This design comes from an exercise in tuning for small area, a short achievable clock period and few clock cycles on the open sky130 flow, not from production work.
The RTL was checked by simulation tests, not by an equivalence proof against the original design.

==> config.mk <==
export PLATFORM = sky130hd
export DESIGN_NAME = Milestone1
export DESIGN_NICKNAME = Milestone1
export VERILOG_FILES = /design/flow/design.v
export SDC_FILE = /design/flow/constraint.sdc
export NUM_CORES = 4
export LEC_CHECK = 0
export CAP_MARGIN = 20
export CORE_MARGIN = 2
export CORE_UTILIZATION = 40
export SLEW_MARGIN = 20
==> standard.sh <==
#!/bin/bash
# synth_recipe.tcl (not shown) runs the flow's synth.tcl, then flattens the netlist and writes it again
# the make line also repeats each setting of config.mk as NAME=value (left out here)
make -C /OpenROAD-flow-scripts/flow DESIGN_CONFIG=/design/flow/config.mk WORK_HOME=/design/flow/orfs CLKGATE_MAP_FILE= SYNTH_SCRIPT=/design/flow/synth_recipe.tcl "${@:-finish}"
==> constraint.sdc <==
create_clock -name core_clock -period 13.0 [get_ports {Clock}]
set_input_delay 2.6000 -clock core_clock [delete_from_list [all_inputs] [get_ports {Clock}]]
set_output_delay 2.6000 -clock core_clock [all_outputs]
set_load 0.01 [all_outputs]
==> design.v <==
`timescale 1ns/100ps
`default_nettype none
module Milestone1 (
   input  logic            Clock,
   input  logic            resetn,
   input  logic [15:0]     SRAM_read_data,
   input  logic            M1_start,
   output logic [17:0]     SRAM_address,
   output logic [15:0]     SRAM_write_data,
   output logic            SRAM_we_n,
   output logic            M1_end
);
logic        running;
logic        wr_on;
logic [4:0]  cyc;           
logic [2:0]  ym5;           
logic [17:0] yptr;          
logic [17:0] wptr;          
logic [7:0]  uw [0:5];      
logic [7:0]  vw [0:5];      
logic [7:0]  ulow;          
logic [15:0] vbuf;          
logic [15:0] ybuf;          
logic [8:0]  fo, fo2;       
logic [7:0]  rr, rg, rb;    
logic [7:0]  bh;            
logic        fsel_u;
logic [7:0]  w0, w1, w2, w3, w4, w5;
logic [7:0]  t0, t1, t3, t4, t5;
logic [8:0]  fp, fq, fs;        
logic [8:0]  fout;
logic        c0, c1, c157, c158, c159;    
assign fsel_u = cyc[3];
assign w0 = fsel_u ? uw[0] : vw[1];
assign w1 = fsel_u ? uw[1] : vw[2];
assign w2 = fsel_u ? uw[2] : vw[3];
assign w3 = fsel_u ? uw[3] : vw[4];
assign w4 = fsel_u ? uw[4] : vw[5];
assign w5 = fsel_u ? uw[5] : vw[0];
assign t0 = c0 ? w2 : (c1 ? w1 : w0);
assign t1 = c0 ? w2 : w1;
assign t3 = c159 ? w2 : w3;
assign t4 = c159 ? w2 : (c158 ? w3 : w4);
assign t5 = c159 ? w2 : (c158 ? w3 : (c157 ? w4 : w5));
always_ff @(posedge Clock) begin
   fp <= {1'b0, t0} + {1'b0, t5} + 9'd1;        
   fq <= {1'b0, ~t1} + {1'b0, ~t4} + 9'd1;      
   fs <= {1'b0, w2} + {1'b0, t3} + 9'd1;        
end
logic ft_s0, ft_c0;
logic ft_s1, ft_c1;
logic ft_s2, ft_c2;
logic ft_s3, ft_c3;
logic ft_s4, ft_c4;
logic ft_s5, ft_c5;
logic ft_s6, ft_c6;
logic ft_s7, ft_c7;
logic ft_s8, ft_c8;
logic ft_s9, ft_c9;
logic ft_s10, ft_c10;
logic ft_s11, ft_c11;
logic ft_s12, ft_c12;
logic ft_s13, ft_c13;
logic ft_s14, ft_c14;
logic ft_s15, ft_c15;
logic ft_s16, ft_c16;
logic ft_s17, ft_c17;
logic ft_s18, ft_c18;
logic ft_s19, ft_c19;
logic ft_s20, ft_c20;
logic ft_s21, ft_c21;
logic ft_s22, ft_c22;
logic ft_s23, ft_c23;
logic ft_s24, ft_c24;
logic ft_s25, ft_c25;
logic ft_s26, ft_c26;
logic ft_s27, ft_c27;
logic ft_s28, ft_c28;
logic ft_s29, ft_c29;
logic ft_s30, ft_c30;
logic ft_s31, ft_c31;
logic ft_s32, ft_c32;
logic ft_s33, ft_c33;
logic ft_s34, ft_c34;
logic ft_s35, ft_c35;
logic ft_s36, ft_c36;
logic ft_s37, ft_c37;
logic ft_s38, ft_c38;
logic ft_s39, ft_c39;
logic ft_s40, ft_c40;
logic ft_s41, ft_c41;
logic ft_s42, ft_c42;
logic ft_s43, ft_c43;
logic ft_s44, ft_c44;
logic ft_s45, ft_c45;
logic ft_s46, ft_c46;
logic ft_s47, ft_c47;
logic ft_s48, ft_c48;
logic ft_s49, ft_c49;
logic ft_s50, ft_c50;
logic ft_s51, ft_c51;
logic ft_s52, ft_c52;
logic ft_s53, ft_c53;
logic ft_s54, ft_c54;
logic ft_s55, ft_c55;
logic ft_s56, ft_c56;
logic ft_s57, ft_c57;
logic ft_s58, ft_c58;
logic ft_s59, ft_c59;
logic ft_s60, ft_c60;
logic ft_s61, ft_c61;
logic [16:0] ft_ra, ft_rb, ft_sum;
assign ft_s0 = fp[1] ^ fp[3] ^ fp[5];
assign ft_c0 = (fp[1] & fp[3]) | (fp[1] & fp[5]) | (fp[3] & fp[5]);
assign ft_s1 = fp[2] ^ fp[4] ^ fp[6];
assign ft_c1 = (fp[2] & fp[4]) | (fp[2] & fp[6]) | (fp[4] & fp[6]);
assign ft_s2 = fq[1] ^ fq[2];
assign ft_c2 = fq[1] & fq[2];
assign ft_s3 = fp[3] ^ fp[5] ^ fp[7];
assign ft_c3 = (fp[3] & fp[5]) | (fp[3] & fp[7]) | (fp[5] & fp[7]);
assign ft_s4 = fq[2] ^ fq[3] ^ fq[5];
assign ft_c4 = (fq[2] & fq[3]) | (fq[2] & fq[5]) | (fq[3] & fq[5]);
assign ft_s5 = fs[0] ^ fs[2];
assign ft_c5 = fs[0] & fs[2];
assign ft_s6 = fp[4] ^ fp[6] ^ fp[8];
assign ft_c6 = (fp[4] & fp[6]) | (fp[4] & fp[8]) | (fp[6] & fp[8]);
assign ft_s7 = fq[3] ^ fq[4] ^ fq[6];
assign ft_c7 = (fq[3] & fq[4]) | (fq[3] & fq[6]) | (fq[4] & fq[6]);
assign ft_s8 = fs[1] ^ fs[3] ^ ~fs[8];
assign ft_c8 = (fs[1] & fs[3]) | (fs[1] & ~fs[8]) | (fs[3] & ~fs[8]);
assign ft_s9 = fp[5] ^ fp[7] ^ fq[4];
assign ft_c9 = (fp[5] & fp[7]) | (fp[5] & fq[4]) | (fp[7] & fq[4]);
assign ft_s10 = fq[5] ^ fq[7] ^ fs[2];
assign ft_c10 = (fq[5] & fq[7]) | (fq[5] & fs[2]) | (fq[7] & fs[2]);
assign ft_s11 = ~fs[4];
assign ft_c11 = fs[4];
assign ft_s12 = fp[6] ^ fp[8] ^ fq[5];
assign ft_c12 = (fp[6] & fp[8]) | (fp[6] & fq[5]) | (fp[8] & fq[5]);
assign ft_s13 = fq[6] ^ fq[8] ^ fs[3];
assign ft_c13 = (fq[6] & fq[8]) | (fq[6] & fs[3]) | (fq[8] & fs[3]);
assign ft_s14 = ~fs[5];
assign ft_c14 = fs[5];
assign ft_s15 = fp[7] ^ fq[6] ^ fq[7];
assign ft_c15 = (fp[7] & fq[6]) | (fp[7] & fq[7]) | (fq[6] & fq[7]);
assign ft_s16 = fp[8] ^ fq[7];
assign ft_c16 = fp[8] & fq[7];
assign ft_s17 = fp[0] ^ fp[2] ^ fp[4];
assign ft_c17 = (fp[0] & fp[2]) | (fp[0] & fp[4]) | (fp[2] & fp[4]);
assign ft_s18 = fq[0] ^ fq[1] ^ fq[3];
assign ft_c18 = (fq[0] & fq[1]) | (fq[0] & fq[3]) | (fq[1] & fq[3]);
assign ft_s19 = fs[0] ^ ~fs[5];
assign ft_c19 = fs[0] & ~fs[5];
assign ft_s20 = fq[4] ^ fs[1] ^ ~fs[6];
assign ft_c20 = (fq[4] & fs[1]) | (fq[4] & ~fs[6]) | (fs[1] & ~fs[6]);
assign ft_s21 = ft_s2 ^ ft_c0 ^ ft_s1;
assign ft_c21 = (ft_s2 & ft_c0) | (ft_s2 & ft_s1) | (ft_c0 & ft_s1);
assign ft_s22 = ~fs[7] ^ ft_c2 ^ ft_s5;
assign ft_c22 = (~fs[7] & ft_c2) | (~fs[7] & ft_s5) | (ft_c2 & ft_s5);
assign ft_s23 = ft_c1 ^ ft_s3 ^ ft_s4;
assign ft_c23 = (ft_c1 & ft_s3) | (ft_c1 & ft_s4) | (ft_s3 & ft_s4);
assign ft_s24 = ft_c5 ^ ft_c3 ^ ft_c4;
assign ft_c24 = (ft_c5 & ft_c3) | (ft_c5 & ft_c4) | (ft_c3 & ft_c4);
assign ft_s25 = ft_s6 ^ ft_s7 ^ ft_s8;
assign ft_c25 = (ft_s6 & ft_s7) | (ft_s6 & ft_s8) | (ft_s7 & ft_s8);
assign ft_s26 = ft_s11 ^ ft_c6 ^ ft_c7;
assign ft_c26 = (ft_s11 & ft_c6) | (ft_s11 & ft_c7) | (ft_c6 & ft_c7);
assign ft_s27 = ft_c8 ^ ft_s9 ^ ft_s10;
assign ft_c27 = (ft_c8 & ft_s9) | (ft_c8 & ft_s10) | (ft_s9 & ft_s10);
assign ft_s28 = ft_c11 ^ ft_s14 ^ ft_c9;
assign ft_c28 = (ft_c11 & ft_s14) | (ft_c11 & ft_c9) | (ft_s14 & ft_c9);
assign ft_s29 = ft_c10 ^ ft_s12 ^ ft_s13;
assign ft_c29 = (ft_c10 & ft_s12) | (ft_c10 & ft_s13) | (ft_s12 & ft_s13);
assign ft_s30 = ft_c14 ^ fs[4] ^ fs[6];
assign ft_c30 = (ft_c14 & fs[4]) | (ft_c14 & fs[6]) | (fs[4] & fs[6]);
assign ft_s31 = ft_c12 ^ ft_c13 ^ ft_s15;
assign ft_c31 = (ft_c12 & ft_c13) | (ft_c12 & ft_s15) | (ft_c13 & ft_s15);
assign ft_s32 = fq[8] ^ fs[5] ^ fs[7];
assign ft_c32 = (fq[8] & fs[5]) | (fq[8] & fs[7]) | (fs[5] & fs[7]);
assign ft_s33 = ~(ft_s16 ^ ft_c15);
assign ft_c33 = ft_s16 | ft_c15;
assign ft_s34 = fq[8] ^ fs[6] ^ fs[8];
assign ft_c34 = (fq[8] & fs[6]) | (fq[8] & fs[8]) | (fs[6] & fs[8]);
assign ft_s35 = fp[0] ^ fp[2];
assign ft_c35 = fp[0] & fp[2];
assign ft_s36 = fp[1] ^ fp[3] ^ fq[1];
assign ft_c36 = (fp[1] & fp[3]) | (fp[1] & fq[1]) | (fp[3] & fq[1]);
assign ft_s37 = fq[0] ^ fq[2] ^ ~fs[4];
assign ft_c37 = (fq[0] & fq[2]) | (fq[0] & ~fs[4]) | (fq[2] & ~fs[4]);
assign ft_s38 = ft_s19 ^ ft_c17 ^ ft_s18;
assign ft_c38 = (ft_s19 & ft_c17) | (ft_s19 & ft_s18) | (ft_c17 & ft_s18);
assign ft_s39 = ft_c19 ^ ft_c18 ^ ft_s20;
assign ft_c39 = (ft_c19 & ft_c18) | (ft_c19 & ft_s20) | (ft_c18 & ft_s20);
assign ft_s40 = ft_c20 ^ ft_s22 ^ ft_c21;
assign ft_c40 = (ft_c20 & ft_s22) | (ft_c20 & ft_c21) | (ft_s22 & ft_c21);
assign ft_s41 = ft_c22 ^ ft_c23 ^ ft_s24;
assign ft_c41 = (ft_c22 & ft_c23) | (ft_c22 & ft_s24) | (ft_c23 & ft_s24);
assign ft_s42 = ft_c24 ^ ft_c25 ^ ft_s26;
assign ft_c42 = (ft_c24 & ft_c25) | (ft_c24 & ft_s26) | (ft_c25 & ft_s26);
assign ft_s43 = ft_c26 ^ ft_c27 ^ ft_s28;
assign ft_c43 = (ft_c26 & ft_c27) | (ft_c26 & ft_s28) | (ft_c27 & ft_s28);
assign ft_s44 = ft_s30 ^ ft_c28 ^ ft_c29;
assign ft_c44 = (ft_s30 & ft_c28) | (ft_s30 & ft_c29) | (ft_c28 & ft_c29);
assign ft_s45 = ft_c30 ^ ft_s32 ^ ft_s33;
assign ft_c45 = (ft_c30 & ft_s32) | (ft_c30 & ft_s33) | (ft_s32 & ft_s33);
assign ft_s46 = ft_c16 ^ ft_c32 ^ ft_s34;
assign ft_c46 = (ft_c16 & ft_c32) | (ft_c16 & ft_s34) | (ft_c32 & ft_s34);
assign ft_s47 = fp[0] ^ ~fs[0];
assign ft_c47 = fp[0] & ~fs[0];
assign ft_s48 = fp[1] ^ ~fs[1];
assign ft_c48 = fp[1] & ~fs[1];
assign ft_s49 = fq[0] ^ ~fs[2] ^ ft_s35;
assign ft_c49 = (fq[0] & ~fs[2]) | (fq[0] & ft_s35) | (~fs[2] & ft_s35);
assign ft_s50 = ~fs[3] ^ ft_c35 ^ ft_s36;
assign ft_c50 = (~fs[3] & ft_c35) | (~fs[3] & ft_s36) | (ft_c35 & ft_s36);
assign ft_s51 = ft_c36 ^ ft_s37 ^ ft_s17;
assign ft_c51 = (ft_c36 & ft_s37) | (ft_c36 & ft_s17) | (ft_s37 & ft_s17);
assign ft_s52 = ft_c37 ^ ft_s0 ^ ft_s38;
assign ft_c52 = (ft_c37 & ft_s0) | (ft_c37 & ft_s38) | (ft_s0 & ft_s38);
assign ft_s53 = ft_c38 ^ ft_s39 ^ ft_s21;
assign ft_c53 = (ft_c38 & ft_s39) | (ft_c38 & ft_s21) | (ft_s39 & ft_s21);
assign ft_s54 = ft_c39 ^ ft_s23 ^ ft_s40;
assign ft_c54 = (ft_c39 & ft_s23) | (ft_c39 & ft_s40) | (ft_s23 & ft_s40);
assign ft_s55 = ft_s25 ^ ft_c40 ^ ft_s41;
assign ft_c55 = (ft_s25 & ft_c40) | (ft_s25 & ft_s41) | (ft_c40 & ft_s41);
assign ft_s56 = ft_s27 ^ ft_c41 ^ ft_s42;
assign ft_c56 = (ft_s27 & ft_c41) | (ft_s27 & ft_s42) | (ft_c41 & ft_s42);
assign ft_s57 = ft_s29 ^ ft_c42 ^ ft_s43;
assign ft_c57 = (ft_s29 & ft_c42) | (ft_s29 & ft_s43) | (ft_c42 & ft_s43);
assign ft_s58 = ft_s31 ^ ft_c43 ^ ft_s44;
assign ft_c58 = (ft_s31 & ft_c43) | (ft_s31 & ft_s44) | (ft_c43 & ft_s44);
assign ft_s59 = ft_c31 ^ ft_s45 ^ ft_c44;
assign ft_c59 = (ft_c31 & ft_s45) | (ft_c31 & ft_c44) | (ft_s45 & ft_c44);
assign ft_s60 = ft_c33 ^ ft_s46 ^ ft_c45;
assign ft_c60 = (ft_c33 & ft_s46) | (ft_c33 & ft_c45) | (ft_s46 & ft_c45);
assign ft_s61 = fs[7] ^ ft_c34 ^ ft_c46;
assign ft_c61 = (fs[7] & ft_c34) | (fs[7] & ft_c46) | (ft_c34 & ft_c46);
assign ft_ra = {1'b0, ft_c61, ft_c60, ft_c59, ft_c58, ft_c57, ft_c56, ft_c55, ft_c54, ft_c53, ft_c52, ft_c51, ft_c50, ft_c49, ft_c48, ft_c47, ft_s47};
assign ft_rb = {1'b0, fs[8], ft_s61, ft_s60, ft_s59, ft_s58, ft_s57, ft_s56, ft_s55, ft_s54, ft_s53, ft_s52, ft_s51, ft_s50, ft_s49, ft_s48, 1'b1};
assign ft_sum = ft_ra + ft_rb;
assign fout = ft_sum[16:8];
logic [7:0]  ysel;
logic [8:0]  usel, vsel;
logic [24:0] ypr;               
logic [8:0]  xu, xv;
logic [10:0] xu3, xv3;
logic [7:0]  cr, cg, cb;
assign ysel = ybuf[15:8];    
assign usel = cyc[0] ? {uw[4][7], ~uw[4][7], uw[4][6:0]} : fo2;
assign vsel = cyc[0] ? {vw[4][7], ~vw[4][7], vw[4][6:0]} : fo;
logic yt_s0, yt_c0;
logic yt_s1, yt_c1;
logic yt_s2, yt_c2;
logic yt_s3, yt_c3;
logic yt_s4, yt_c4;
logic yt_s5, yt_c5;
logic yt_s6, yt_c6;
logic yt_s7, yt_c7;
logic yt_s8, yt_c8;
logic yt_s9, yt_c9;
logic yt_s10, yt_c10;
logic yt_s11, yt_c11;
logic yt_s12, yt_c12;
logic yt_s13, yt_c13;
logic yt_s14, yt_c14;
logic yt_s15, yt_c15;
logic yt_s16, yt_c16;
logic [26:0] yt_ra, yt_rb, yt_sum;
assign yt_s0 = ysel[1] ^ ysel[3];
assign yt_c0 = ysel[1] & ysel[3];
assign yt_s1 = ysel[2] ^ ysel[4] ^ ysel[6];
assign yt_c1 = (ysel[2] & ysel[4]) | (ysel[2] & ysel[6]) | (ysel[4] & ysel[6]);
assign yt_s2 = ysel[0] ^ ysel[3] ^ ysel[5];
assign yt_c2 = (ysel[0] & ysel[3]) | (ysel[0] & ysel[5]) | (ysel[3] & ysel[5]);
assign yt_s3 = ysel[1] ^ ysel[4];
assign yt_c3 = ysel[1] & ysel[4];
assign yt_s4 = ysel[2] ^ ysel[5];
assign yt_c4 = ysel[2] & ysel[5];
assign yt_s5 = ysel[3] ^ ysel[6];
assign yt_c5 = ysel[3] & ysel[6];
assign yt_s6 = ysel[0] ^ ysel[2];
assign yt_c6 = ysel[0] & ysel[2];
assign yt_s7 = ~(ysel[5] ^ yt_s0);
assign yt_c7 = ysel[5] | yt_s0;
assign yt_s8 = ~(yt_c0 ^ yt_s1);
assign yt_c8 = yt_c0 | yt_s1;
assign yt_s9 = ysel[7] ^ yt_c1 ^ yt_s2;
assign yt_c9 = (ysel[7] & yt_c1) | (ysel[7] & yt_s2) | (yt_c1 & yt_s2);
assign yt_s10 = ysel[6] ^ yt_s3 ^ yt_c2;
assign yt_c10 = (ysel[6] & yt_s3) | (ysel[6] & yt_c2) | (yt_s3 & yt_c2);
assign yt_s11 = ysel[7] ^ yt_c3 ^ yt_s4;
assign yt_c11 = (ysel[7] & yt_c3) | (ysel[7] & yt_s4) | (yt_c3 & yt_s4);
assign yt_s12 = ~(yt_c4 ^ yt_s5);
assign yt_c12 = yt_c4 | yt_s5;
assign yt_s13 = ysel[4] ^ ysel[7] ^ yt_c5;
assign yt_c13 = (ysel[4] & ysel[7]) | (ysel[4] & yt_c5) | (ysel[7] & yt_c5);
assign yt_s14 = ~ysel[5];
assign yt_c14 = ysel[5];
assign yt_s15 = ~ysel[6];
assign yt_c15 = ysel[6];
assign yt_s16 = ~ysel[7];
assign yt_c16 = ysel[7];
assign yt_ra = {1'b1, 1'b0, yt_c16, yt_c15, yt_c14, yt_c13, yt_c12, yt_c11, yt_c10, yt_c9, yt_c8, yt_c7, yt_c6, yt_s6, ysel[1], ysel[0], ysel[1], ysel[0], ~ysel[6], ~ysel[5], ~ysel[4], ~ysel[3], ~ysel[2], ~ysel[1], ~ysel[0], 1'b0, 1'b0};
assign yt_rb = {1'b0, 1'b0, 1'b1, yt_s16, yt_s15, yt_s14, yt_s13, yt_s12, yt_s11, yt_s10, yt_s9, yt_s8, yt_s7, ysel[4], ysel[3], ysel[2], 1'b0, ~ysel[7], 1'b1, 1'b0, 1'b1, 1'b0, 1'b0, 1'b0, 1'b1, 1'b0, 1'b0};
assign yt_sum = yt_ra + yt_rb;
always_ff @(posedge Clock) begin
   ypr <= yt_sum[26:2];
   xu  <= usel;
   xv  <= vsel;
   xu3 <= {2'b00, usel} + {1'b0, usel, 1'b0};
   xv3 <= {2'b00, vsel} + {1'b0, vsel, 1'b0};
end
logic rt_s0, rt_c0;
logic rt_s1, rt_c1;
logic rt_s2, rt_c2;
logic rt_s3, rt_c3;
logic rt_s4, rt_c4;
logic rt_s5, rt_c5;
logic rt_s6, rt_c6;
logic rt_s7, rt_c7;
logic rt_s8, rt_c8;
logic rt_s9, rt_c9;
logic rt_s10, rt_c10;
logic rt_s11, rt_c11;
logic rt_s12, rt_c12;
logic rt_s13, rt_c13;
logic rt_s14, rt_c14;
logic rt_s15, rt_c15;
logic rt_s16, rt_c16;
logic rt_s17, rt_c17;
logic rt_s18, rt_c18;
logic rt_s19, rt_c19;
logic rt_s20, rt_c20;
logic rt_s21, rt_c21;
logic rt_s22, rt_c22;
logic rt_s23, rt_c23;
logic rt_s24, rt_c24;
logic rt_s25, rt_c25;
logic rt_s26, rt_c26;
logic rt_s27, rt_c27;
logic rt_s28, rt_c28;
logic rt_s29, rt_c29;
logic rt_s30, rt_c30;
logic rt_s31, rt_c31;
logic rt_s32, rt_c32;
logic rt_s33, rt_c33;
logic rt_s34, rt_c34;
logic rt_s35, rt_c35;
logic rt_s36, rt_c36;
logic rt_s37, rt_c37;
logic rt_s38, rt_c38;
logic rt_s39, rt_c39;
logic [26:0] rt_ra, rt_rb, rt_sum;
assign rt_s0 = ypr[9] ^ xv3[0];
assign rt_c0 = ypr[9] & xv3[0];
assign rt_s1 = ypr[10] ^ xv3[1];
assign rt_c1 = ypr[10] & xv3[1];
assign rt_s2 = ypr[5] ^ xv[0];
assign rt_c2 = ypr[5] & xv[0];
assign rt_s3 = ypr[6] ^ xv[1] ^ xv[4];
assign rt_c3 = (ypr[6] & xv[1]) | (ypr[6] & xv[4]) | (xv[1] & xv[4]);
assign rt_s4 = ypr[7] ^ xv[2] ^ xv[5];
assign rt_c4 = (ypr[7] & xv[2]) | (ypr[7] & xv[5]) | (xv[2] & xv[5]);
assign rt_s5 = ypr[8] ^ xv[3] ^ xv[6];
assign rt_c5 = (ypr[8] & xv[3]) | (ypr[8] & xv[6]) | (xv[3] & xv[6]);
assign rt_s6 = ~(xv[4] ^ xv[7]);
assign rt_c6 = xv[4] | xv[7];
assign rt_s7 = xv[5] ^ xv[8] ^ rt_c0;
assign rt_c7 = (xv[5] & xv[8]) | (xv[5] & rt_c0) | (xv[8] & rt_c0);
assign rt_s8 = ypr[11] ^ xv3[2] ^ xv[6];
assign rt_c8 = (ypr[11] & xv3[2]) | (ypr[11] & xv[6]) | (xv3[2] & xv[6]);
assign rt_s9 = ypr[12] ^ xv3[3];
assign rt_c9 = ypr[12] & xv3[3];
assign rt_s10 = ypr[13] ^ xv3[0] ^ xv3[4];
assign rt_c10 = (ypr[13] & xv3[0]) | (ypr[13] & xv3[4]) | (xv3[0] & xv3[4]);
assign rt_s11 = ypr[14] ^ xv3[1];
assign rt_c11 = ypr[14] & xv3[1];
assign rt_s12 = ypr[15] ^ xv3[2];
assign rt_c12 = ypr[15] & xv3[2];
assign rt_s13 = ypr[16] ^ xv3[3] ^ xv3[7];
assign rt_c13 = (ypr[16] & xv3[3]) | (ypr[16] & xv3[7]) | (xv3[3] & xv3[7]);
assign rt_s14 = ypr[17] ^ xv3[4] ^ xv3[8];
assign rt_c14 = (ypr[17] & xv3[4]) | (ypr[17] & xv3[8]) | (xv3[4] & xv3[8]);
assign rt_s15 = ypr[18] ^ xv3[5];
assign rt_c15 = ypr[18] & xv3[5];
assign rt_s16 = ypr[19] ^ xv3[6] ^ xv3[10];
assign rt_c16 = (ypr[19] & xv3[6]) | (ypr[19] & xv3[10]) | (xv3[6] & xv3[10]);
assign rt_s17 = ypr[20] ^ xv3[7];
assign rt_c17 = ypr[20] & xv3[7];
assign rt_s18 = ypr[2] ^ xv[0];
assign rt_c18 = ypr[2] & xv[0];
assign rt_s19 = ypr[3] ^ xv[1] ^ xv3[5];
assign rt_c19 = (ypr[3] & xv[1]) | (ypr[3] & xv3[5]) | (xv[1] & xv3[5]);
assign rt_s20 = ypr[4] ^ xv[2] ^ xv3[6];
assign rt_c20 = (ypr[4] & xv[2]) | (ypr[4] & xv3[6]) | (xv[2] & xv3[6]);
assign rt_s21 = xv[3] ^ xv3[7] ^ rt_s2;
assign rt_c21 = (xv[3] & xv3[7]) | (xv[3] & rt_s2) | (xv3[7] & rt_s2);
assign rt_s22 = xv3[8] ^ rt_c2 ^ rt_s3;
assign rt_c22 = (xv3[8] & rt_c2) | (xv3[8] & rt_s3) | (rt_c2 & rt_s3);
assign rt_s23 = xv3[9] ^ rt_c3 ^ rt_s4;
assign rt_c23 = (xv3[9] & rt_c3) | (xv3[9] & rt_s4) | (rt_c3 & rt_s4);
assign rt_s24 = xv3[10] ^ rt_c4 ^ rt_s5;
assign rt_c24 = (xv3[10] & rt_c4) | (xv3[10] & rt_s5) | (rt_c4 & rt_s5);
assign rt_s25 = rt_s6 ^ rt_s0 ^ rt_c5;
assign rt_c25 = (rt_s6 & rt_s0) | (rt_s6 & rt_c5) | (rt_s0 & rt_c5);
assign rt_s26 = rt_c6 ^ rt_s1 ^ rt_s7;
assign rt_c26 = (rt_c6 & rt_s1) | (rt_c6 & rt_s7) | (rt_s1 & rt_s7);
assign rt_s27 = rt_c1 ^ rt_s8 ^ rt_c7;
assign rt_c27 = (rt_c1 & rt_s8) | (rt_c1 & rt_c7) | (rt_s8 & rt_c7);
assign rt_s28 = xv[7] ^ rt_s9 ^ rt_c8;
assign rt_c28 = (xv[7] & rt_s9) | (xv[7] & rt_c8) | (rt_s9 & rt_c8);
assign rt_s29 = xv[8] ^ rt_c9 ^ rt_s10;
assign rt_c29 = (xv[8] & rt_c9) | (xv[8] & rt_s10) | (rt_c9 & rt_s10);
assign rt_s30 = xv3[5] ^ rt_s11 ^ rt_c10;
assign rt_c30 = (xv3[5] & rt_s11) | (xv3[5] & rt_c10) | (rt_s11 & rt_c10);
assign rt_s31 = xv3[6] ^ rt_c11 ^ rt_s12;
assign rt_c31 = (xv3[6] & rt_c11) | (xv3[6] & rt_s12) | (rt_c11 & rt_s12);
assign rt_s32 = ~(rt_c12 ^ rt_s13);
assign rt_c32 = rt_c12 | rt_s13;
assign rt_s33 = ~(rt_c13 ^ rt_s14);
assign rt_c33 = rt_c13 | rt_s14;
assign rt_s34 = xv3[9] ^ rt_s15 ^ rt_c14;
assign rt_c34 = (xv3[9] & rt_s15) | (xv3[9] & rt_c14) | (rt_s15 & rt_c14);
assign rt_s35 = ~(rt_c15 ^ rt_s16);
assign rt_c35 = rt_c15 | rt_s16;
assign rt_s36 = ~(rt_s17 ^ rt_c16);
assign rt_c36 = rt_s17 | rt_c16;
assign rt_s37 = ypr[21] ^ xv3[8] ^ rt_c17;
assign rt_c37 = (ypr[21] & xv3[8]) | (ypr[21] & rt_c17) | (xv3[8] & rt_c17);
assign rt_s38 = ypr[22] ^ xv3[9];
assign rt_c38 = ypr[22] & xv3[9];
assign rt_s39 = ypr[23] ^ xv3[10];
assign rt_c39 = ypr[23] & xv3[10];
assign rt_ra = {rt_c39, rt_c38, rt_c37, rt_c36, rt_c35, rt_c34, rt_c33, rt_c32, rt_c31, rt_c30, rt_c29, rt_c28, rt_c27, rt_c26, rt_c25, rt_c24, rt_c23, rt_c22, rt_c21, rt_c20, rt_c19, rt_c18, rt_s18, ypr[1], ypr[0], xv3[1], xv3[0]};
assign rt_rb = {ypr[24], rt_s39, rt_s38, rt_s37, rt_s36, rt_s35, rt_s34, rt_s33, rt_s32, rt_s31, rt_s30, rt_s29, rt_s28, rt_s27, rt_s26, rt_s25, rt_s24, rt_s23, rt_s22, rt_s21, rt_s20, rt_s19, xv3[4], xv3[3], xv3[2], 1'b0, 1'b0};
assign rt_sum = rt_ra + rt_rb;
logic gt_s0, gt_c0;
logic gt_s1, gt_c1;
logic gt_s2, gt_c2;
logic gt_s3, gt_c3;
logic gt_s4, gt_c4;
logic gt_s5, gt_c5;
logic gt_s6, gt_c6;
logic gt_s7, gt_c7;
logic gt_s8, gt_c8;
logic gt_s9, gt_c9;
logic gt_s10, gt_c10;
logic gt_s11, gt_c11;
logic gt_s12, gt_c12;
logic gt_s13, gt_c13;
logic gt_s14, gt_c14;
logic gt_s15, gt_c15;
logic gt_s16, gt_c16;
logic gt_s17, gt_c17;
logic gt_s18, gt_c18;
logic gt_s19, gt_c19;
logic gt_s20, gt_c20;
logic gt_s21, gt_c21;
logic gt_s22, gt_c22;
logic gt_s23, gt_c23;
logic gt_s24, gt_c24;
logic gt_s25, gt_c25;
logic gt_s26, gt_c26;
logic gt_s27, gt_c27;
logic gt_s28, gt_c28;
logic gt_s29, gt_c29;
logic gt_s30, gt_c30;
logic gt_s31, gt_c31;
logic gt_s32, gt_c32;
logic gt_s33, gt_c33;
logic gt_s34, gt_c34;
logic gt_s35, gt_c35;
logic gt_s36, gt_c36;
logic gt_s37, gt_c37;
logic gt_s38, gt_c38;
logic gt_s39, gt_c39;
logic gt_s40, gt_c40;
logic gt_s41, gt_c41;
logic gt_s42, gt_c42;
logic gt_s43, gt_c43;
logic gt_s44, gt_c44;
logic gt_s45, gt_c45;
logic gt_s46, gt_c46;
logic gt_s47, gt_c47;
logic gt_s48, gt_c48;
logic gt_s49, gt_c49;
logic gt_s50, gt_c50;
logic gt_s51, gt_c51;
logic gt_s52, gt_c52;
logic gt_s53, gt_c53;
logic gt_s54, gt_c54;
logic gt_s55, gt_c55;
logic gt_s56, gt_c56;
logic gt_s57, gt_c57;
logic gt_s58, gt_c58;
logic gt_s59, gt_c59;
logic gt_s60, gt_c60;
logic gt_s61, gt_c61;
logic gt_s62, gt_c62;
logic gt_s63, gt_c63;
logic gt_s64, gt_c64;
logic [26:0] gt_ra, gt_rb, gt_sum;
assign gt_s0 = ypr[3] ^ ~xu3[2];
assign gt_c0 = ypr[3] & ~xu3[2];
assign gt_s1 = ypr[4] ^ ~xu3[3];
assign gt_c1 = ypr[4] & ~xu3[3];
assign gt_s2 = ypr[5] ^ ~xu3[4];
assign gt_c2 = ypr[5] & ~xu3[4];
assign gt_s3 = ypr[6] ^ ~xu3[5];
assign gt_c3 = ypr[6] & ~xu3[5];
assign gt_s4 = ypr[7] ^ ~xu3[6];
assign gt_c4 = ypr[7] & ~xu3[6];
assign gt_s5 = ypr[8] ^ ~xu[0] ^ ~xu3[7];
assign gt_c5 = (ypr[8] & ~xu[0]) | (ypr[8] & ~xu3[7]) | (~xu[0] & ~xu3[7]);
assign gt_s6 = ypr[9] ^ ~xu[1];
assign gt_c6 = ypr[9] & ~xu[1];
assign gt_s7 = ypr[10] ^ ~xu[2] ^ ~xu3[9];
assign gt_c7 = (ypr[10] & ~xu[2]) | (ypr[10] & ~xu3[9]) | (~xu[2] & ~xu3[9]);
assign gt_s8 = ypr[11] ^ ~xu3[0] ^ ~xu[3];
assign gt_c8 = (ypr[11] & ~xu3[0]) | (ypr[11] & ~xu[3]) | (~xu3[0] & ~xu[3]);
assign gt_s9 = ~xu3[10] ^ ~xv[1];
assign gt_c9 = ~xu3[10] & ~xv[1];
assign gt_s10 = ypr[12] ^ ~xu3[1] ^ ~xu[4];
assign gt_c10 = (ypr[12] & ~xu3[1]) | (ypr[12] & ~xu[4]) | (~xu3[1] & ~xu[4]);
assign gt_s11 = ~(~xv3[0] ^ ~xv[2]);
assign gt_c11 = ~xv3[0] | ~xv[2];
assign gt_s12 = ypr[13] ^ ~xu3[2] ^ ~xu[5];
assign gt_c12 = (ypr[13] & ~xu3[2]) | (ypr[13] & ~xu[5]) | (~xu3[2] & ~xu[5]);
assign gt_s13 = ~(~xv3[1] ^ ~xv[3]);
assign gt_c13 = ~xv3[1] | ~xv[3];
assign gt_s14 = ypr[14] ^ ~xu3[3] ^ ~xu[6];
assign gt_c14 = (ypr[14] & ~xu3[3]) | (ypr[14] & ~xu[6]) | (~xu3[3] & ~xu[6]);
assign gt_s15 = ~xv3[2] ^ ~xv[4];
assign gt_c15 = ~xv3[2] & ~xv[4];
assign gt_s16 = ypr[15] ^ ~xu3[4] ^ ~xu[7];
assign gt_c16 = (ypr[15] & ~xu3[4]) | (ypr[15] & ~xu[7]) | (~xu3[4] & ~xu[7]);
assign gt_s17 = ~xv3[3] ^ ~xv[5];
assign gt_c17 = ~xv3[3] & ~xv[5];
assign gt_s18 = ypr[16] ^ ~xu3[5] ^ ~xu[8];
assign gt_c18 = (ypr[16] & ~xu3[5]) | (ypr[16] & ~xu[8]) | (~xu3[5] & ~xu[8]);
assign gt_s19 = ~xv3[4] ^ ~xv[6];
assign gt_c19 = ~xv3[4] & ~xv[6];
assign gt_s20 = ypr[17] ^ ~xu3[6] ^ ~xv3[5];
assign gt_c20 = (ypr[17] & ~xu3[6]) | (ypr[17] & ~xv3[5]) | (~xu3[6] & ~xv3[5]);
assign gt_s21 = ypr[18] ^ ~xu3[7] ^ ~xv3[6];
assign gt_c21 = (ypr[18] & ~xu3[7]) | (ypr[18] & ~xv3[6]) | (~xu3[7] & ~xv3[6]);
assign gt_s22 = ypr[1] ^ ~xu3[0];
assign gt_c22 = ypr[1] & ~xu3[0];
assign gt_s23 = ypr[2] ^ ~xu3[1];
assign gt_c23 = ypr[2] & ~xu3[1];
assign gt_s24 = ~(~xv[0] ^ ~xv[5]);
assign gt_c24 = ~xv[0] | ~xv[5];
assign gt_s25 = ~xv[1] ^ ~xv[6] ^ gt_c0;
assign gt_c25 = (~xv[1] & ~xv[6]) | (~xv[1] & gt_c0) | (~xv[6] & gt_c0);
assign gt_s26 = ~xv[2] ^ ~xv[7] ^ gt_c1;
assign gt_c26 = (~xv[2] & ~xv[7]) | (~xv[2] & gt_c1) | (~xv[7] & gt_c1);
assign gt_s27 = ~xv[3] ^ ~xv[8] ^ gt_c2;
assign gt_c27 = (~xv[3] & ~xv[8]) | (~xv[3] & gt_c2) | (~xv[8] & gt_c2);
assign gt_s28 = ~(~xv[4] ^ gt_c3);
assign gt_c28 = ~xv[4] | gt_c3;
assign gt_s29 = ~(~xv[5] ^ gt_c4);
assign gt_c29 = ~xv[5] | gt_c4;
assign gt_s30 = ~xu3[8] ^ ~xv[6] ^ gt_s6;
assign gt_c30 = (~xu3[8] & ~xv[6]) | (~xu3[8] & gt_s6) | (~xv[6] & gt_s6);
assign gt_s31 = ~xv[0] ^ ~xv[7] ^ gt_c6;
assign gt_c31 = (~xv[0] & ~xv[7]) | (~xv[0] & gt_c6) | (~xv[7] & gt_c6);
assign gt_s32 = ~xv[8] ^ gt_s9 ^ gt_c7;
assign gt_c32 = (~xv[8] & gt_s9) | (~xv[8] & gt_c7) | (gt_s9 & gt_c7);
assign gt_s33 = gt_c9 ^ gt_s11 ^ gt_c8;
assign gt_c33 = (gt_c9 & gt_s11) | (gt_c9 & gt_c8) | (gt_s11 & gt_c8);
assign gt_s34 = gt_c11 ^ gt_s13 ^ gt_c10;
assign gt_c34 = (gt_c11 & gt_s13) | (gt_c11 & gt_c10) | (gt_s13 & gt_c10);
assign gt_s35 = gt_c13 ^ gt_s15 ^ gt_c12;
assign gt_c35 = (gt_c13 & gt_s15) | (gt_c13 & gt_c12) | (gt_s15 & gt_c12);
assign gt_s36 = gt_c15 ^ gt_s17 ^ gt_c14;
assign gt_c36 = (gt_c15 & gt_s17) | (gt_c15 & gt_c14) | (gt_s17 & gt_c14);
assign gt_s37 = gt_c17 ^ gt_s19 ^ gt_c16;
assign gt_c37 = (gt_c17 & gt_s19) | (gt_c17 & gt_c16) | (gt_s19 & gt_c16);
assign gt_s38 = ~xv[7] ^ gt_c19 ^ gt_c18;
assign gt_c38 = (~xv[7] & gt_c19) | (~xv[7] & gt_c18) | (gt_c19 & gt_c18);
assign gt_s39 = ~(~xv[8] ^ gt_c20);
assign gt_c39 = ~xv[8] | gt_c20;
assign gt_s40 = ypr[19] ^ ~xu3[8] ^ ~xv3[7];
assign gt_c40 = (ypr[19] & ~xu3[8]) | (ypr[19] & ~xv3[7]) | (~xu3[8] & ~xv3[7]);
assign gt_s41 = ypr[20] ^ ~xu3[9];
assign gt_c41 = ypr[20] & ~xu3[9];
assign gt_s42 = ypr[21] ^ ~xu3[10];
assign gt_c42 = ypr[21] & ~xu3[10];
assign gt_s43 = ~~xv[3];
assign gt_c43 = ~xv[3];
assign gt_s44 = ~xv[4] ^ gt_c22 ^ gt_s23;
assign gt_c44 = (~xv[4] & gt_c22) | (~xv[4] & gt_s23) | (gt_c22 & gt_s23);
assign gt_s45 = gt_c23 ^ gt_s24 ^ gt_s0;
assign gt_c45 = (gt_c23 & gt_s24) | (gt_c23 & gt_s0) | (gt_s24 & gt_s0);
assign gt_s46 = gt_c24 ^ gt_s1 ^ gt_s25;
assign gt_c46 = (gt_c24 & gt_s1) | (gt_c24 & gt_s25) | (gt_s1 & gt_s25);
assign gt_s47 = gt_s2 ^ gt_c25 ^ gt_s26;
assign gt_c47 = (gt_s2 & gt_c25) | (gt_s2 & gt_s26) | (gt_c25 & gt_s26);
assign gt_s48 = gt_s3 ^ gt_c26 ^ gt_s27;
assign gt_c48 = (gt_s3 & gt_c26) | (gt_s3 & gt_s27) | (gt_c26 & gt_s27);
assign gt_s49 = gt_s4 ^ gt_s28 ^ gt_c27;
assign gt_c49 = (gt_s4 & gt_s28) | (gt_s4 & gt_c27) | (gt_s28 & gt_c27);
assign gt_s50 = gt_c28 ^ gt_s29 ^ gt_s5;
assign gt_c50 = (gt_c28 & gt_s29) | (gt_c28 & gt_s5) | (gt_s29 & gt_s5);
assign gt_s51 = gt_c5 ^ gt_c29 ^ gt_s30;
assign gt_c51 = (gt_c5 & gt_c29) | (gt_c5 & gt_s30) | (gt_c29 & gt_s30);
assign gt_s52 = gt_s7 ^ gt_c30 ^ gt_s31;
assign gt_c52 = (gt_s7 & gt_c30) | (gt_s7 & gt_s31) | (gt_c30 & gt_s31);
assign gt_s53 = gt_s8 ^ gt_c31 ^ gt_s32;
assign gt_c53 = (gt_s8 & gt_c31) | (gt_s8 & gt_s32) | (gt_c31 & gt_s32);
assign gt_s54 = gt_s10 ^ gt_c32 ^ gt_s33;
assign gt_c54 = (gt_s10 & gt_c32) | (gt_s10 & gt_s33) | (gt_c32 & gt_s33);
assign gt_s55 = gt_s12 ^ gt_c33 ^ gt_s34;
assign gt_c55 = (gt_s12 & gt_c33) | (gt_s12 & gt_s34) | (gt_c33 & gt_s34);
assign gt_s56 = gt_s14 ^ gt_c34 ^ gt_s35;
assign gt_c56 = (gt_s14 & gt_c34) | (gt_s14 & gt_s35) | (gt_c34 & gt_s35);
assign gt_s57 = gt_s16 ^ gt_c35 ^ gt_s36;
assign gt_c57 = (gt_s16 & gt_c35) | (gt_s16 & gt_s36) | (gt_c35 & gt_s36);
assign gt_s58 = gt_s18 ^ gt_c36 ^ gt_s37;
assign gt_c58 = (gt_s18 & gt_c36) | (gt_s18 & gt_s37) | (gt_c36 & gt_s37);
assign gt_s59 = gt_s20 ^ gt_c37 ^ gt_s38;
assign gt_c59 = (gt_s20 & gt_c37) | (gt_s20 & gt_s38) | (gt_c37 & gt_s38);
assign gt_s60 = gt_s21 ^ gt_s39 ^ gt_c38;
assign gt_c60 = (gt_s21 & gt_s39) | (gt_s21 & gt_c38) | (gt_s39 & gt_c38);
assign gt_s61 = gt_c21 ^ gt_s40 ^ gt_c39;
assign gt_c61 = (gt_c21 & gt_s40) | (gt_c21 & gt_c39) | (gt_s40 & gt_c39);
assign gt_s62 = ~xv3[8] ^ gt_s41 ^ gt_c40;
assign gt_c62 = (~xv3[8] & gt_s41) | (~xv3[8] & gt_c40) | (gt_s41 & gt_c40);
assign gt_s63 = ~xv3[9] ^ gt_c41 ^ gt_s42;
assign gt_c63 = (~xv3[9] & gt_c41) | (~xv3[9] & gt_s42) | (gt_c41 & gt_s42);
assign gt_s64 = ypr[22] ^ ~xv3[10] ^ gt_c42;
assign gt_c64 = (ypr[22] & ~xv3[10]) | (ypr[22] & gt_c42) | (~xv3[10] & gt_c42);
assign gt_ra = {ypr[24], gt_c64, gt_c63, gt_c62, gt_c61, gt_c60, gt_c59, gt_c58, gt_c57, gt_c56, gt_c55, gt_c54, gt_c53, gt_c52, gt_c51, gt_c50, gt_c49, gt_c48, gt_c47, gt_c46, gt_c45, gt_c44, gt_c43, gt_s43, ypr[0], ~xv[1], ~xv[0]};
assign gt_rb = {1'b0, ypr[23], gt_s64, gt_s63, gt_s62, gt_s61, gt_s60, gt_s59, gt_s58, gt_s57, gt_s56, gt_s55, gt_s54, gt_s53, gt_s52, gt_s51, gt_s50, gt_s49, gt_s48, gt_s47, gt_s46, gt_s45, gt_s44, gt_s22, ~xv[2], 1'b0, 1'b1};
assign gt_sum = gt_ra + gt_rb;
logic bt_s0, bt_c0;
logic bt_s1, bt_c1;
logic bt_s2, bt_c2;
logic bt_s3, bt_c3;
logic bt_s4, bt_c4;
logic bt_s5, bt_c5;
logic bt_s6, bt_c6;
logic bt_s7, bt_c7;
logic bt_s8, bt_c8;
logic bt_s9, bt_c9;
logic bt_s10, bt_c10;
logic bt_s11, bt_c11;
logic bt_s12, bt_c12;
logic bt_s13, bt_c13;
logic bt_s14, bt_c14;
logic bt_s15, bt_c15;
logic bt_s16, bt_c16;
logic bt_s17, bt_c17;
logic bt_s18, bt_c18;
logic bt_s19, bt_c19;
logic bt_s20, bt_c20;
logic bt_s21, bt_c21;
logic bt_s22, bt_c22;
logic bt_s23, bt_c23;
logic bt_s24, bt_c24;
logic bt_s25, bt_c25;
logic bt_s26, bt_c26;
logic bt_s27, bt_c27;
logic bt_s28, bt_c28;
logic bt_s29, bt_c29;
logic bt_s30, bt_c30;
logic bt_s31, bt_c31;
logic bt_s32, bt_c32;
logic bt_s33, bt_c33;
logic bt_s34, bt_c34;
logic bt_s35, bt_c35;
logic [26:0] bt_ra, bt_rb, bt_sum;
assign bt_s0 = ypr[8] ^ xu[0];
assign bt_c0 = ypr[8] & xu[0];
assign bt_s1 = ypr[9] ^ xu[1];
assign bt_c1 = ypr[9] & xu[1];
assign bt_s2 = ypr[10] ^ xu[2];
assign bt_c2 = ypr[10] & xu[2];
assign bt_s3 = ypr[11] ^ xu[3];
assign bt_c3 = ypr[11] & xu[3];
assign bt_s4 = ypr[5] ^ xu[0];
assign bt_c4 = ypr[5] & xu[0];
assign bt_s5 = ypr[6] ^ xu[1] ^ xu3[5];
assign bt_c5 = (ypr[6] & xu[1]) | (ypr[6] & xu3[5]) | (xu[1] & xu3[5]);
assign bt_s6 = ypr[7] ^ xu[2] ^ xu3[6];
assign bt_c6 = (ypr[7] & xu[2]) | (ypr[7] & xu3[6]) | (xu[2] & xu3[6]);
assign bt_s7 = xu[3] ^ xu3[7] ^ xu3[10];
assign bt_c7 = (xu[3] & xu3[7]) | (xu[3] & xu3[10]) | (xu3[7] & xu3[10]);
assign bt_s8 = xu[4] ^ xu3[8] ^ bt_c0;
assign bt_c8 = (xu[4] & xu3[8]) | (xu[4] & bt_c0) | (xu3[8] & bt_c0);
assign bt_s9 = xu[5] ^ xu3[9] ^ bt_c1;
assign bt_c9 = (xu[5] & xu3[9]) | (xu[5] & bt_c1) | (xu3[9] & bt_c1);
assign bt_s10 = xu[6] ^ xu3[10] ^ bt_c2;
assign bt_c10 = (xu[6] & xu3[10]) | (xu[6] & bt_c2) | (xu3[10] & bt_c2);
assign bt_s11 = ypr[12] ^ xu[4] ^ xu[7];
assign bt_c11 = (ypr[12] & xu[4]) | (ypr[12] & xu[7]) | (xu[4] & xu[7]);
assign bt_s12 = ypr[13] ^ xu[5];
assign bt_c12 = ypr[13] & xu[5];
assign bt_s13 = ypr[1] ^ xu3[0];
assign bt_c13 = ypr[1] & xu3[0];
assign bt_s14 = ypr[2] ^ xu3[1] ^ xu3[4];
assign bt_c14 = (ypr[2] & xu3[1]) | (ypr[2] & xu3[4]) | (xu3[1] & xu3[4]);
assign bt_s15 = ypr[3] ^ xu3[2] ^ xu3[5];
assign bt_c15 = (ypr[3] & xu3[2]) | (ypr[3] & xu3[5]) | (xu3[2] & xu3[5]);
assign bt_s16 = ypr[4] ^ xu3[3] ^ xu3[6];
assign bt_c16 = (ypr[4] & xu3[3]) | (ypr[4] & xu3[6]) | (xu3[3] & xu3[6]);
assign bt_s17 = xu3[4] ^ xu3[7] ^ bt_s4;
assign bt_c17 = (xu3[4] & xu3[7]) | (xu3[4] & bt_s4) | (xu3[7] & bt_s4);
assign bt_s18 = xu3[8] ^ bt_c4 ^ bt_s5;
assign bt_c18 = (xu3[8] & bt_c4) | (xu3[8] & bt_s5) | (bt_c4 & bt_s5);
assign bt_s19 = xu3[9] ^ bt_c5 ^ bt_s6;
assign bt_c19 = (xu3[9] & bt_c5) | (xu3[9] & bt_s6) | (bt_c5 & bt_s6);
assign bt_s20 = bt_s0 ^ bt_c6 ^ bt_s7;
assign bt_c20 = (bt_s0 & bt_c6) | (bt_s0 & bt_s7) | (bt_c6 & bt_s7);
assign bt_s21 = bt_s1 ^ bt_c7 ^ bt_s8;
assign bt_c21 = (bt_s1 & bt_c7) | (bt_s1 & bt_s8) | (bt_c7 & bt_s8);
assign bt_s22 = bt_s2 ^ bt_c8 ^ bt_s9;
assign bt_c22 = (bt_s2 & bt_c8) | (bt_s2 & bt_s9) | (bt_c8 & bt_s9);
assign bt_s23 = bt_s3 ^ bt_c9 ^ bt_s10;
assign bt_c23 = (bt_s3 & bt_c9) | (bt_s3 & bt_s10) | (bt_c9 & bt_s10);
assign bt_s24 = bt_c3 ^ bt_s11 ^ bt_c10;
assign bt_c24 = (bt_c3 & bt_s11) | (bt_c3 & bt_c10) | (bt_s11 & bt_c10);
assign bt_s25 = xu[8] ^ bt_s12 ^ bt_c11;
assign bt_c25 = (xu[8] & bt_s12) | (xu[8] & bt_c11) | (bt_s12 & bt_c11);
assign bt_s26 = ypr[14] ^ xu[6] ^ bt_c12;
assign bt_c26 = (ypr[14] & xu[6]) | (ypr[14] & bt_c12) | (xu[6] & bt_c12);
assign bt_s27 = ypr[15] ^ xu[0] ^ xu[7];
assign bt_c27 = (ypr[15] & xu[0]) | (ypr[15] & xu[7]) | (xu[0] & xu[7]);
assign bt_s28 = ypr[16] ^ xu[1] ^ xu[8];
assign bt_c28 = (ypr[16] & xu[1]) | (ypr[16] & xu[8]) | (xu[1] & xu[8]);
assign bt_s29 = ypr[17] ^ xu[2];
assign bt_c29 = ypr[17] & xu[2];
assign bt_s30 = ypr[18] ^ xu[3];
assign bt_c30 = ypr[18] & xu[3];
assign bt_s31 = ypr[19] ^ xu[4];
assign bt_c31 = ypr[19] & xu[4];
assign bt_s32 = ypr[20] ^ xu[5];
assign bt_c32 = ypr[20] & xu[5];
assign bt_s33 = ypr[21] ^ xu[6];
assign bt_c33 = ypr[21] & xu[6];
assign bt_s34 = ypr[22] ^ xu[7];
assign bt_c34 = ypr[22] & xu[7];
assign bt_s35 = ypr[23] ^ xu[8];
assign bt_c35 = ypr[23] & xu[8];
assign bt_ra = {bt_c35, bt_c34, bt_c33, bt_c32, bt_c31, bt_c30, bt_c29, bt_c28, bt_c27, bt_c26, bt_c25, bt_c24, bt_c23, bt_c22, bt_c21, bt_c20, bt_c19, bt_c18, bt_c17, bt_c16, bt_c15, bt_c14, bt_c13, bt_s13, ypr[0], xu3[1], xu3[0]};
assign bt_rb = {ypr[24], bt_s35, bt_s34, bt_s33, bt_s32, bt_s31, bt_s30, bt_s29, bt_s28, bt_s27, bt_s26, bt_s25, bt_s24, bt_s23, bt_s22, bt_s21, bt_s20, bt_s19, bt_s18, bt_s17, bt_s16, bt_s15, bt_s14, xu3[3], xu3[2], 1'b0, 1'b0};
assign bt_sum = bt_ra + bt_rb;
function automatic logic [7:0] clip(input logic [26:0] v);
   if (v[26])               clip = 8'd0;
   else if (v[25] | v[24])  clip = 8'd255;
   else                     clip = v[23:16];
endfunction
assign cr = clip(rt_sum);
assign cg = clip(gt_sum);
assign cb = clip(bt_sum);
logic [17:0] caddr_sum;
logic [17:0] caddr;
assign caddr_sum = yptr + (yptr[0] ? 18'd76804 : 18'd115204);
assign caddr = {1'b0, caddr_sum[17:1]};
logic        ws2h, ws3h, ws2l, ws3l;
always_ff @(posedge Clock) begin
   ws2h <= cyc[1] & running;
   ws3h <= cyc[2] & running;
   ws2l <= cyc[1] & ~M1_end;
   ws3l <= cyc[2] & ~M1_end;
end
assign SRAM_write_data[15:8] = ws3h ? bh : (ws2h ? rr : rg);
assign SRAM_write_data[7:0]  = ws3l ? rr : (ws2l ? rg : rb);
always_ff @(posedge Clock or negedge resetn) begin
   if (~resetn) begin
      running   <= 1'b0;
      M1_end    <= 1'b0;
      SRAM_we_n <= 1'b1;
      wr_on     <= 1'b0;
   end else begin
      if (~running) begin
         SRAM_we_n <= 1'b1;
         if (M1_start) begin
            running <= 1'b1;
            M1_end  <= 1'b0;
            wr_on   <= 1'b0;
         end
      end else begin
         SRAM_we_n <= ~(wr_on & (cyc[1] | cyc[2] | cyc[3]));
         if (cyc[3] & c0) wr_on <= 1'b1;
         if (cyc[4] & ~yptr[17] & yptr[15] & yptr[12] & yptr[10] & yptr[9] & yptr[0]) begin
            running <= 1'b0;
            M1_end  <= 1'b1;
         end
      end
   end
end
always_ff @(posedge Clock) begin
   if (~running & M1_start) begin
      cyc  <= 5'b10000;
      yptr <= 18'h3fffc;       
      ym5  <= 3'd1;            
      wptr <= 18'd146929;      
      {c157, c158, c159, c0, c1} <= 5'd0;
   end else begin
      cyc <= {cyc[3:0], cyc[4]};
      if (cyc[0]) begin
         yptr <= yptr + 18'd1;
         ym5  <= (ym5 == 3'd4) ? 3'd0 : ym5 + 3'd1;
      end
      if (cyc[1] | cyc[2] | cyc[3]) wptr <= wptr + 18'd1;
      if (cyc[2]) begin
         c157 <= (yptr[4:0] == 5'd30) & (ym5 == 3'd3);
         c158 <= c157;
         c159 <= c158;
         c0   <= c159;
         c1   <= c0;
      end
   end
   SRAM_address <= cyc[4] ? caddr : (cyc[0] ? yptr : wptr);
   fo  <= fout;
   fo2 <= fo;
   rr <= cr;
   if (cyc[1] | cyc[2]) begin
      rg <= cg;
      rb <= cb;
   end
   bh <= rb;
   uw[0] <= uw[5]; uw[1] <= uw[0]; uw[2] <= uw[1]; uw[3] <= uw[2]; uw[4] <= uw[3];
   vw[0] <= vw[5]; vw[1] <= vw[0]; vw[2] <= vw[1]; vw[3] <= vw[2]; vw[4] <= vw[3];
   if (cyc[2]) begin
      if (~yptr[0]) begin         
         uw[5] <= SRAM_read_data[15:8];
         ulow  <= SRAM_read_data[7:0];
         vw[5] <= vbuf[15:8];
      end else begin              
         uw[5] <= ulow;
         vw[5] <= vbuf[7:0];
         vbuf  <= SRAM_read_data;
      end
   end else begin
      uw[5] <= uw[4];
      vw[5] <= vw[4];
   end
   if (cyc[3]) ybuf <= SRAM_read_data;
   else if (cyc[0]) ybuf[15:8] <= ybuf[7:0];
end
endmodule
==> flow/run.sh <==
#!/bin/bash
# The standard layout (the standard.sh), with these ORFS settings changed:
#   SETUP_SLACK_MARGIN=9.3 "BUFFER_PORTS_ARGS=-buffer_cell sky130_fd_sc_hd__buf_2"
# The clock, the constraints and the synthesis are the design's own.
set -euo pipefail
bash standard.sh SETUP_SLACK_MARGIN=9.3 "BUFFER_PORTS_ARGS=-buffer_cell sky130_fd_sc_hd__buf_2" finish > flow_make.log 2>&1
==> impl_metrics.tcl, run 1 <==
set metrics [dict create \
    drt_iter0_drc 674 \
    viasPerCell 4.948 \
    post-route-drc-count 0 \
    portBuffers 54 \
    gr-usage-all-layers 0.1808 \
    grt_pass1_vias 15020 \
    layout-drive-gt1-share 0.1599 \
    start_util 0.4030 \
    setup.worst_path.start_class "register" \
    slew_viol_final 0 \
    diodes 0 \
    vias 14590 \
    critPathArrivalTime_ns 1.47 \
    post_drt_wl_per_cell_um 17.03 \
    syn_area_per_cell_um2 10.10 \
    r2r_cells 15 \
    grt_pass1_wl_mm 80.12 \
    ys_dominant_reg_cell "dfxtp_1" \
    grt_max_degree 53 \
    layout_commonest_cell "inv_1" \
    min_to "vw[3][0]" \
    core_um2 53710 \
    hp-start "vw[2][0]" \
    synthCells 2142 \
    r2r-start "ypr[10]" \
    fmax_ghz 0.2457 \
    cts_tree "yes" \
    cts.path.max_buffers 3 \
    post-dp-hpwl_mm 39.54 \
    rows 85 \
    drt-total-wl_mm 50.20 \
    rrSetupSlack_ns 9.05 \
    place_congestion 0.9089 \
    synth-edff-count 56 \
    skew_ns 0.01832 \
    reg2reg_to "rg[0]" \
    setup_viol 0 \
    worst_pin_slew_ns 0.8059 \
    ant_nets 0 \
    finalSetupTns_ns 0 \
    slew_headroom 0.4608 \
    rsz0062_at_grt "yes" \
    cts_hold_buffers 0 \
    die_h_um 236.6 \
    die-area_um2 55990 \
    synth_nets 2542 \
    clock_sinks 350 \
    period_share 0.3130 \
    synthArstFlopShare 0.01143 \
    clock-root-buffer "clkbuf_16" \
    ys_seq_area_frac 0.3506 \
    yosysWarnings 3 \
    synth_top_cell_area_share 0.2682 \
    io_pins 55 \
    path_class "register to output pin" \
    synth.cell_area_um2 21640 \
    area_delta_synth_final_pct 14.68 \
    min_path_cells 0 \
    mostFrequentLayoutCells "inv_1 (328), dfxtp_1 (236), ha_1 (208)" \
    htreeDepth 2 \
    synth.area.top_cells "dfxtp_1 (27%), fa_1 (14%), ha_1 (13%), edfxtp_1 (7.8%), inv_1 (6.1%)" \
    numCtsBuffers 38 \
    dr.pass1.iters 5 \
    postLayoutCoreUtil 0.4622 \
    die_w_um 236.6 \
    cap_violations 0 \
    ys_ff_latch 350 \
    clk_pin_slew_ns 0.06 \
    finalHoldViolCount 0 \
    required_ns 10.40 \
    crit_path_max_fanout 8 \
    min_period_ns 4.069 \
    critPathLaunch "ws2l" \
    outcome "finished clean" \
    hold_path_class "register to register" \
    ys_types 80 \
    grt_overflow 0 \
    nets 2624 \
    setup.worst_path.end_class "output pin" \
    worstSkewPairLatency_ns 0.56 \
    antenna_found_initial 1 \
    yosys.area.top_type "dfxtp_1" \
]
==> synth_stat cells, drive strengths merged (7+ instances only) <==
master	n
a211oi	10
a21o	37
a21oi	111
a31oi	11
and2	8
and3	11
buf	17
clkbuf	36
dfxtp	290
edfxtp	56
fa	153
ha	228
inv	353
mux2	35
mux2i	103
nand2	131
nand2b	17
nand3	34
nand4	10
nor2	99
nor2b	20
nor3	17
o21a	33
o21ai	114
o21bai	17
o31ai	7
or2	8
or3	12
xnor2	68
xor2	44
==> sequential cells by signal, summed over array words and instances, names as in the netlist, 9 cells and up <==
register      count
SRAM_address     18
fo                9
fo2               9
fp                9
fq                9
fs                9
uw               48
vbuf             16
vw               48
wptr             18
xu3              11
xv3              11
ybuf             16
ypr              24
yptr             18
==> layer usage <==
layer  vias up  routed length [um]  GRT usage  share of wire
met2       214               23790     0.3025           0.47
li1       7255                   -          -              -
met1      7038               23660     0.2443           0.47
met5         -                  13          0        0.00026
met3        77                1715    0.02879          0.034
met4         2                1021    0.04526          0.020
==> final cells by class <==
cell class	count	area (um^2)
Clock buffer	51	1040
Clock inverter	17	183.9
Fill cell	4968	28890
Inverter	353	1325
Multi-Input combinational cell	1386	13040
Sequential cell	350	7720
Tap cell	696	870.8
Timing Repair Buffer	95	646.9
==> logic make-up (layout without fill, tap and decap cells) <==
| family | count (synthesis) | count (layout) | synth area share |
|---|---|---|---|
| buf+inv | 406 | 516 | 0.07070 |
| simple gates | 385 | 385 | 0.08417 |
| fa+ha+maj | 381 | 381 | 0.2733 |
| compound gates | 368 | 368 | 0.1073 |
| flops | 350 | 350 | 0.3506 |
| mux | 140 | 140 | 0.06792 |
| xor+xnor | 112 | 112 | 0.04601 |
==> critical path, cell delays in order (launching register included) <==
cell and delay (ns):
dfxtp_4 0.45, mux2i_1 0.23, o21ai_1 0.08, buf_2 0.15
==> metrics by stage <==
stage                     hold WS, ns  area [um^2]  setup slack (ns)  instances
after floorplan                0.3257        21770             9.256       2142
after global placement         0.3290        22790             8.765       2849
after detailed placement       0.3332        22790             8.721       2849
after CTS                      0.3461        24560             8.909       2938
after global routing           0.3517        24820             8.873       2948
final                          0.3455        24820             8.931       2948
==> worst max-delay path by stage <==
stage	end	slack, ns	depth (start not counted)
6_report	SRAM_write_data[2]	8.93	3
5_1_grt	SRAM_write_data[2]	8.87	3
4_1_cts	SRAM_write_data[2]	8.91	3
3_5_place_dp	rg[3]	8.72	16
3_3_place_gp	rg[1]	8.76	16
2_1_floorplan	rg[0]	9.26	15
==> what timing repair did <==
action / 4_1_cts / 5_1_grt
endpoints found under the setup margin: 47 / 52
gates cloned: 0 / 0
resized for setup: 131 / 40
setup buffers: 21 / 10
pin swaps: 50 / 39
Testbench counts, summed over its fixed seeds: cycles 768,108.
==> run 2: changes to the inputs <==
==> flow/run.sh (replaced) <==
#!/bin/bash
# The standard layout (the standard.sh), with these ORFS settings changed:
#   SETUP_SLACK_MARGIN=9.1 "BUFFER_PORTS_ARGS=-buffer_cell sky130_fd_sc_hd__buf_2"
# The clock, the constraints and the synthesis are the design's own.
set -euo pipefail
bash standard.sh SETUP_SLACK_MARGIN=9.1 "BUFFER_PORTS_ARGS=-buffer_cell sky130_fd_sc_hd__buf_2" finish > flow_make.log 2>&1
--- a/config.mk
+++ b/config.mk
@@ -8,4 +8,6 @@
 export CAP_MARGIN = 20
 export CORE_MARGIN = 2
 export CORE_UTILIZATION = 40
+export CTS_CLUSTER_DIAMETER = 200
+export CTS_CLUSTER_SIZE = 25
 export SLEW_MARGIN = 20
==> impl_metrics.tcl, run 2 <==
set metrics [dict create \
    path_class "register to output pin" \
    drt_iter0_drc 716 \
    grt_max_degree 51 \
    setup_viol 0 \
    fmax_ghz 0.2464 \
    cp_top_family "flip-flops" \
    clk_pin_slew_ns 0.11 \
    die_h_um 236.6 \
    nets 2604 \
    post-route-drc-count 0 \
    synth_nets 2542 \
    vias 14490 \
    required_ns 10.40 \
    core_um2 53710 \
    die-area_um2 55990 \
    use_met2 0.2942 \
    period_share 0.3122 \
    worstSkewPairLatency_ns 0.53 \
    outcome "finished clean" \
    grt_pass1_vias 14540 \
    rows 85 \
    synth.area.top_cells "dfxtp_1 (27%), fa_1 (14%), ha_1 (13%), edfxtp_1 (7.8%), inv_1 (6.1%)" \
    cp_cell_sequence "mux2i_1 > o21ai_1 > buf_2" \
    dr.pass1.iters 5 \
    grt-busiest-layer "met2" \
    diodes 0 \
    gr-usage-met3 0.01725 \
    place_inst 2850 \
    critPathArrivalTime_ns 1.46 \
    cts.path.max_buffers 3 \
    drt-total-wl_mm 48.94 \
    ant_nets 0 \
    fin_cells 2904 \
    min_period_ns 4.059 \
    portBuffers 54 \
    antenna_found_initial 4 \
    synthCells 2142 \
    clock_sinks 350 \
    ys_types 80 \
    max_stage_delay_ns 0.47 \
    post-dp-hpwl_mm 39.64 \
    top_regs "uw x48, vw x48, ypr x24" \
    setup.worst_path.start_class "register" \
    grt_pass1_wl_mm 78.18 \
    place_congestion 0.9085 \
    ys_ff_latch 350 \
    cp.buffers_inverters 1 \
    slew_headroom 0.4777 \
    slowest_stage "dfxtp_4" \
    mostFrequentLayoutCells "inv_1 (340), dfxtp_1 (232), ha_1 (213)" \
    synth-edff-count 56 \
    post_drt_wl_per_cell_um 16.85 \
    synth_common_cells "inv_1 (353), dfxtp_1 (290), ha_1 (228)" \
    grt_overflow 0 \
    htreeDepth 1 \
    io_pins 55 \
    numCtsBuffers 17 \
    worst_pin_slew_ns 0.7806 \
    rsz0062_at_grt "yes" \
    finalHoldViolCount 0 \
    viasPerCell 4.989 \
    syn_area_per_cell_um2 10.10 \
    cts_hold_buffers 0 \
    die_w_um 236.6 \
    yosysWarnings 3 \
    stdcell_area_um2 23920 \
    synthArstFlopShare 0.01143 \
    finalSetupTns_ns 0 \
    area_delta_synth_final_pct 10.50 \
    crit_path_max_fanout 8 \
    hold_path_class "register to register" \
    setup.worst_path.end_class "output pin" \
    slew_viol_final 0 \
    use_met1 0.2454 \
    cts_tree "yes" \
    skew_ns 0.01557 \
    yosysMostFrequentCell "inv_1" \
    ys_seq_area_frac 0.3506 \
    clock-root-buffer "clkbuf_16" \
    place_area_um2 22690 \
    start_util 0.4030 \
    layout-drive-gt1-share 0.1359 \
    ys_dominant_reg_cell "dfxtp_1" \
    cap_violations 0 \
    yosys.area.top_type "dfxtp_1" \
    gr-usage-all-layers 0.1753 \
    synth_top_cell_area_share 0.2682 \
    layout_commonest_cell "inv_1" \
    synth.cell_area_um2 21640 \
]
-- run 2: area by class of cell --
class	count	area (um^2)
clock buffer	23	447.9
inverter	353	1325
tap	696	870.8
multi-input combinational	1386	12930
fill	5057	29790
timing repair buffer	96	621.8
sequential	350	7724
-- run 2: cell families (layout without fill, tap and decap cells) --
group	after synthesis	in the layout	synth area share
adder cells (fa/ha/maj)	381	381	0.2733
buffers and inverters	406	472	0.07070
flip-flops	350	350	0.3506
AO/OA/AOI/OAI	368	368	0.1073
AND/OR/NAND/NOR	385	385	0.08417
multiplexers	140	140	0.06792
XOR/XNOR	112	112	0.04601
-- run 2: path summary, 6_finish.rpt --
path / from / end / slack [ns] / depth (start not counted)
hold reg to reg: fo[8] / fo2[8] / 0.35 / 0
setup / recovery: ws2h / SRAM_write_data[14] / 8.94 / 3
setup reg to reg: ypr[9] / rg[6] / 9.13 / 14
max in group asynchronous: resetn / SRAM_we_n / 10.94 / 1
min in group asynchronous: resetn / running / 1.86 / 1
hold / removal: fo[8] / fo2[8] / 0.35 / 0
-- run 2: layer usage --
metal | part of all wire | vias to the layer above | wire, um
met5 | 0.00027 | - | 13
met2 | 0.47 | 217 | 22960
met1 | 0.48 | 7006 | 23380
li1 | - | 7193 | -
met4 | 0.020 | 2 | 996
met3 | 0.033 | 69 | 1594
-- run 2: worst reg2reg max path: cells and delay by family, from the launching register on --
family | cells | cell delay [ns]
buffers and inverters | 1 | 0.15
and+or+nand+nor | 2 | 0.38
DFF | 1 | 0.39
adders and majority gates | 4 | 1.50
AOI/OAI and AO/OA | 7 | 1.21
-- run 2: what timing repair did --
| item | CTS | global route |
|---|---|---|
| endpoints found under the setup margin | 44 | 46 |
| pin swaps | 15 | 38 |
| resized for setup | 99 | 74 |
| buffers inserted | 12 | 19 |
| cloned | 0 | 0 |
-- run 2: through the flow --
step / hold WS [ns] / setup WS [ns] / util
4_1_cts: 0.3466 / 8.934 / 0.4375
5_1_grt: 0.3533 / 8.871 / 0.4453
2_1_floorplan: 0.3257 / 9.110 / -
6_report: 0.3483 / 8.941 / 0.4453
3_3_place_gp: 0.3291 / 8.816 / 0.4224
3_5_place_dp: 0.3330 / 8.755 / 0.4224

==> what the ideal ports hide <==
The results above use ideal ports. As a check the final layouts listed here were re-extracted and re-timed, cells and wires unchanged.
Step 1: set_driving_cell puts a clkbuf_16 on Clock and a buf_2 on each other input, an assumption about the parent block.
Step 2, shift: input delay + t, output delay - t, t = (earliest + latest rising clock arrival at the registers) / 2. This alone moves slack from input paths to output paths.
Three values: no drivers, after step 1, after step 2; two values: the first two.
run | shift t [ns] | setup slack, ns | clock arrival spread, ns | slew at the worst register clock pin (ns)
run 1 | 0.607 | 8.931 / 8.877 / 9.045 | 0.020 / 0.020 | 0.06 / 0.06
run 2 | 0.576 | 8.941 / 8.884 / 9.130 | 0.016 / 0.016 | 0.11 / 0.11
After both steps setup and hold are still met in every run listed.
